Source: an optimization exercise on an open RTL-to-GDS flow (aim: small area). Production flows keep margins and buffers that such runs may drop. In this exercise RTL edits were held to simulation tests only and were not proved equivalent to the original. The flow treats the clock pin as an ideal source, which a real chip does not have. Power is estimated from default activity; no workload was simulated.

==> inputs of trial 67 <==
## Paddle_Top
module Paddle_Top(i_Clk, i_Rst, i_Switch_1, i_Switch_2, i_Switch_3, i_Switch_4, i_UART_RX, o_UART_TX, o_Segment1_A, o_Segment1_B, o_Segment1_C, o_Segment1_D, o_Segment1_E, o_Segment1_F, o_Segment1_G, o_Segment2_A, o_Segment2_B, o_Segment2_C, o_Segment2_D, o_Segment2_E, o_Segment2_F
, o_Segment2_G, o_VGA_HSync, o_VGA_VSync, o_VGA_Red_0, o_VGA_Red_1, o_VGA_Red_2, o_VGA_Green_0, o_VGA_Green_1, o_VGA_Green_2, o_VGA_Blue_0, o_VGA_Blue_1, o_VGA_Blue_2);
==> flow/config.mk <==
export PLATFORM = sky130hd
export DESIGN_NAME = Paddle_Top
export DESIGN_NICKNAME = Paddle_Top
export VERILOG_FILES = /design/flow/design.v
export SDC_FILE = /design/flow/constraint.sdc
export NUM_CORES = 4
export LEC_CHECK = 0
export ABC_AREA = 1
export CAP_MARGIN = 20
export CORE_MARGIN = 2
export CORE_UTILIZATION = 40
export PLACE_DENSITY = 0.6
export SLEW_MARGIN = 20
==> flow/constraint.sdc <==
create_clock -name core_clock -period 8.0 [get_ports {i_Clk}]
set_input_delay 1.6000 -clock core_clock [delete_from_list [all_inputs] [get_ports {i_Clk}]]
set_output_delay 1.6000 -clock core_clock [all_outputs]
set_load 0.01 [all_outputs]
standard.sh (not shown) runs the stock make flow with config.mk's settings and CLKGATE_MAP_FILE= SYNTH_SCRIPT=/design/flow/synth_recipe.tcl, a recipe that flattens the netlist after the stock synthesis.
==> flow/flow/run.sh <==
#!/bin/bash
# Own layout flow: the standard flow (standard.sh) with three changes:
#  - after the standard synthesis, its combinational logic is mapped again
#    for area with ABC's amap (flow/remap.ys); registers keep their cells
#    and names;
#  - ports are buffered with the smallest buffer (sky130_fd_sc_hd__buf_1);
#  - clock tree synthesis uses clkbuf_4 buffers and inserts no dummy loads;
#    afterwards any leaf clock buffer whose flip-flops would see a clock slew
#    over 100 ps (placement estimate) becomes a clkbuf_8 (flow/clkfix.tcl).
# Tool output: ORFS logs under orfs/logs/, make output in flow_synth.log,
# flow_cts.log and flow_make.log, the re-mapping in remap.log, the clock
# buffer sizing in clkfix.log.
set -euo pipefail
R=orfs/results/$FLOW_PLATFORM/Paddle_Top/base
LIB=$FLOW_HOME/platforms/sky130hd/lib/sky130_fd_sc_hd__tt_025C_1v80.lib
DONTUSE="-dont_use *probe* -dont_use *lpflow*"
bash standard.sh synth > flow_synth.log 2>&1
cp $R/1_2_yosys.v $R/1_2_yosys_standard.v
sed -e "s#@LIB@#$LIB#g" -e "s#@IN@#$R/1_2_yosys_standard.v#" -e "s#@OUT@#$R/1_2_yosys_remap.v#" \
    -e "s#@TOP@#$FLOW_TOP#" -e "s#@DONTUSE@#$DONTUSE -dont_use *clkbuf* -dont_use *clkinv* -dont_use *dly*#" \
    flow/remap.ys > remap_run.ys
yosys -l remap.log remap_run.ys > /dev/null
cp $R/1_2_yosys_remap.v $R/1_2_yosys.v
export BUFFER_PORTS_ARGS="-buffer_cell sky130_fd_sc_hd__buf_1"
export CTS_ARGS="-sink_clustering_enable -repair_clock_nets -buf_list sky130_fd_sc_hd__clkbuf_4 -dont_use_dummy_load"
bash standard.sh cts > flow_cts.log 2>&1
CK_LIB=$LIB CK_IN=$R/4_cts.odb CK_SDC=$R/4_cts.sdc CK_OUT=$R/4_cts.odb \
CK_RC=$FLOW_HOME/platforms/sky130hd/setRC.tcl CK_LIMIT_PS=100 \
    openroad -no_init -exit flow/clkfix.tcl > clkfix.log 2>&1
bash standard.sh finish > flow_make.log 2>&1
==> flow/flow/clkfix.tcl <==
# After clock tree synthesis: leaf clock buffers (those driving flip-flops)
# whose flip-flop clock pins
# would see a slow clock edge are swapped for the next larger clock buffer,
# then placement is legalised again. Reads and rewrites the CTS database.
# Environment: CK_LIB (liberty), CK_IN, CK_SDC, CK_OUT, CK_RC (setRC.tcl), CK_LIMIT_PS.
read_liberty $::env(CK_LIB)
read_db $::env(CK_IN)
read_sdc $::env(CK_SDC)
source $::env(CK_RC)
set_propagated_clock [all_clocks]
estimate_parasitics -placement
set limit $::env(CK_LIMIT_PS)
set swapped 0
foreach inst [get_cells *] {
  if {[get_property $inst ref_name] ne "sky130_fd_sc_hd__clkbuf_4"} { continue }
  set out [get_pins -of_objects $inst -filter "direction == output"]
  set net [get_nets -of_objects $out]
  set worst 0
  set flops 0
  foreach p [get_pins -of_objects $net -filter "direction == input"] {
    if {[string match "*dfxtp*" [get_property [get_cells -of_objects $p] ref_name]]} { incr flops }
    foreach e {rise fall} {
      foreach a {min max} {
        set s [sta::time_ui_sta [get_property $p slew_${a}_$e]]
        set worst [expr {max($worst, $s * 1e12)}]
      }
    }
  }
  puts "leaf [get_property $inst name] worst [format %.1f $worst] ps"
  if {$flops > 0 && $worst > $limit} {
    replace_cell $inst sky130_fd_sc_hd__clkbuf_8
    incr swapped
    puts "  swapped to sky130_fd_sc_hd__clkbuf_8"
  }
}
puts "swapped $swapped leaf clock buffers"
if {$swapped > 0} {
  detailed_placement
  check_placement -verbose
}
write_db $::env(CK_OUT)
Other scripts of this flow, unchanged in this note and not shown: flow/flow/remap.ys
==> build 16: changes against trial 67 <==
--- a/flow/flow/run.sh
+++ b/flow/flow/run.sh
@@ -1,3 +1,3 @@
 #!/bin/bash
-# Own layout flow: the standard flow (standard.sh) with three changes:
+# Own layout flow: the standard flow (standard.sh) with these changes:
 #  - after the standard synthesis, its combinational logic is mapped again
@@ -8,3 +8,3 @@
 #    afterwards any leaf clock buffer whose flip-flops would see a clock slew
-#    over 100 ps (placement estimate) becomes a clkbuf_8 (flow/clkfix.tcl).
+#    over 105 ps (placement estimate) becomes a clkbuf_8 (flow/clkfix.tcl).
 # Tool output: ORFS logs under orfs/logs/, make output in flow_synth.log,
@@ -27,3 +27,3 @@
 CK_LIB=$LIB CK_IN=$R/4_cts.odb CK_SDC=$R/4_cts.sdc CK_OUT=$R/4_cts.odb \
-CK_RC=$FLOW_HOME/platforms/sky130hd/setRC.tcl CK_LIMIT_PS=100 \
+CK_RC=$FLOW_HOME/platforms/sky130hd/setRC.tcl CK_LIMIT_PS=105 \
     openroad -no_init -exit flow/clkfix.tcl > clkfix.log 2>&1
==> summary of the runs <==
Between build 16 and trial 67, the lower design area is in build 16 (gap 0.33%, measured against trial 67).
Cell count is the same in build 16 and trial 67.
Global-route usage: build 16 is higher than trial 67 (0.091 points).
Of build 16 and trial 67, trial 67 has the higher power (gap 1.4%, measured against trial 67).
Clock-buffer cell count is the same in build 16 and trial 67.
In die area, build 16 and trial 67 do not differ.
Against trial 67, the worst setup slack of build 16 is worse by 0.035 ns.

## static timing again, ports no longer ideal
No port has a modelled driver above. Below, the same layouts with a new extraction and two added sets of constraints.
Step 1 sets driving cells, clkbuf_16 on the clock port and buf_2 on the other inputs (assumed; they add their load-dependent delay and slew).
Step 2 times the ports against the registers' clock, not the clock port: input delays grow and output delays shrink by t, the midpoint of the rising clock arrivals with the driver on.
Slacks: no drivers / after step 1 / after step 2; pairs: no drivers / after step 1.
run	t (ns)	setup slack, ns	worst register clock-pin slew, ns
trial 67	0.558	4.228 / 4.190 / 4.748	0.09 / 0.09
build 16	0.545	4.193 / 4.156 / 4.701	0.10 / 0.10
After both steps setup and hold are still met in every run listed.
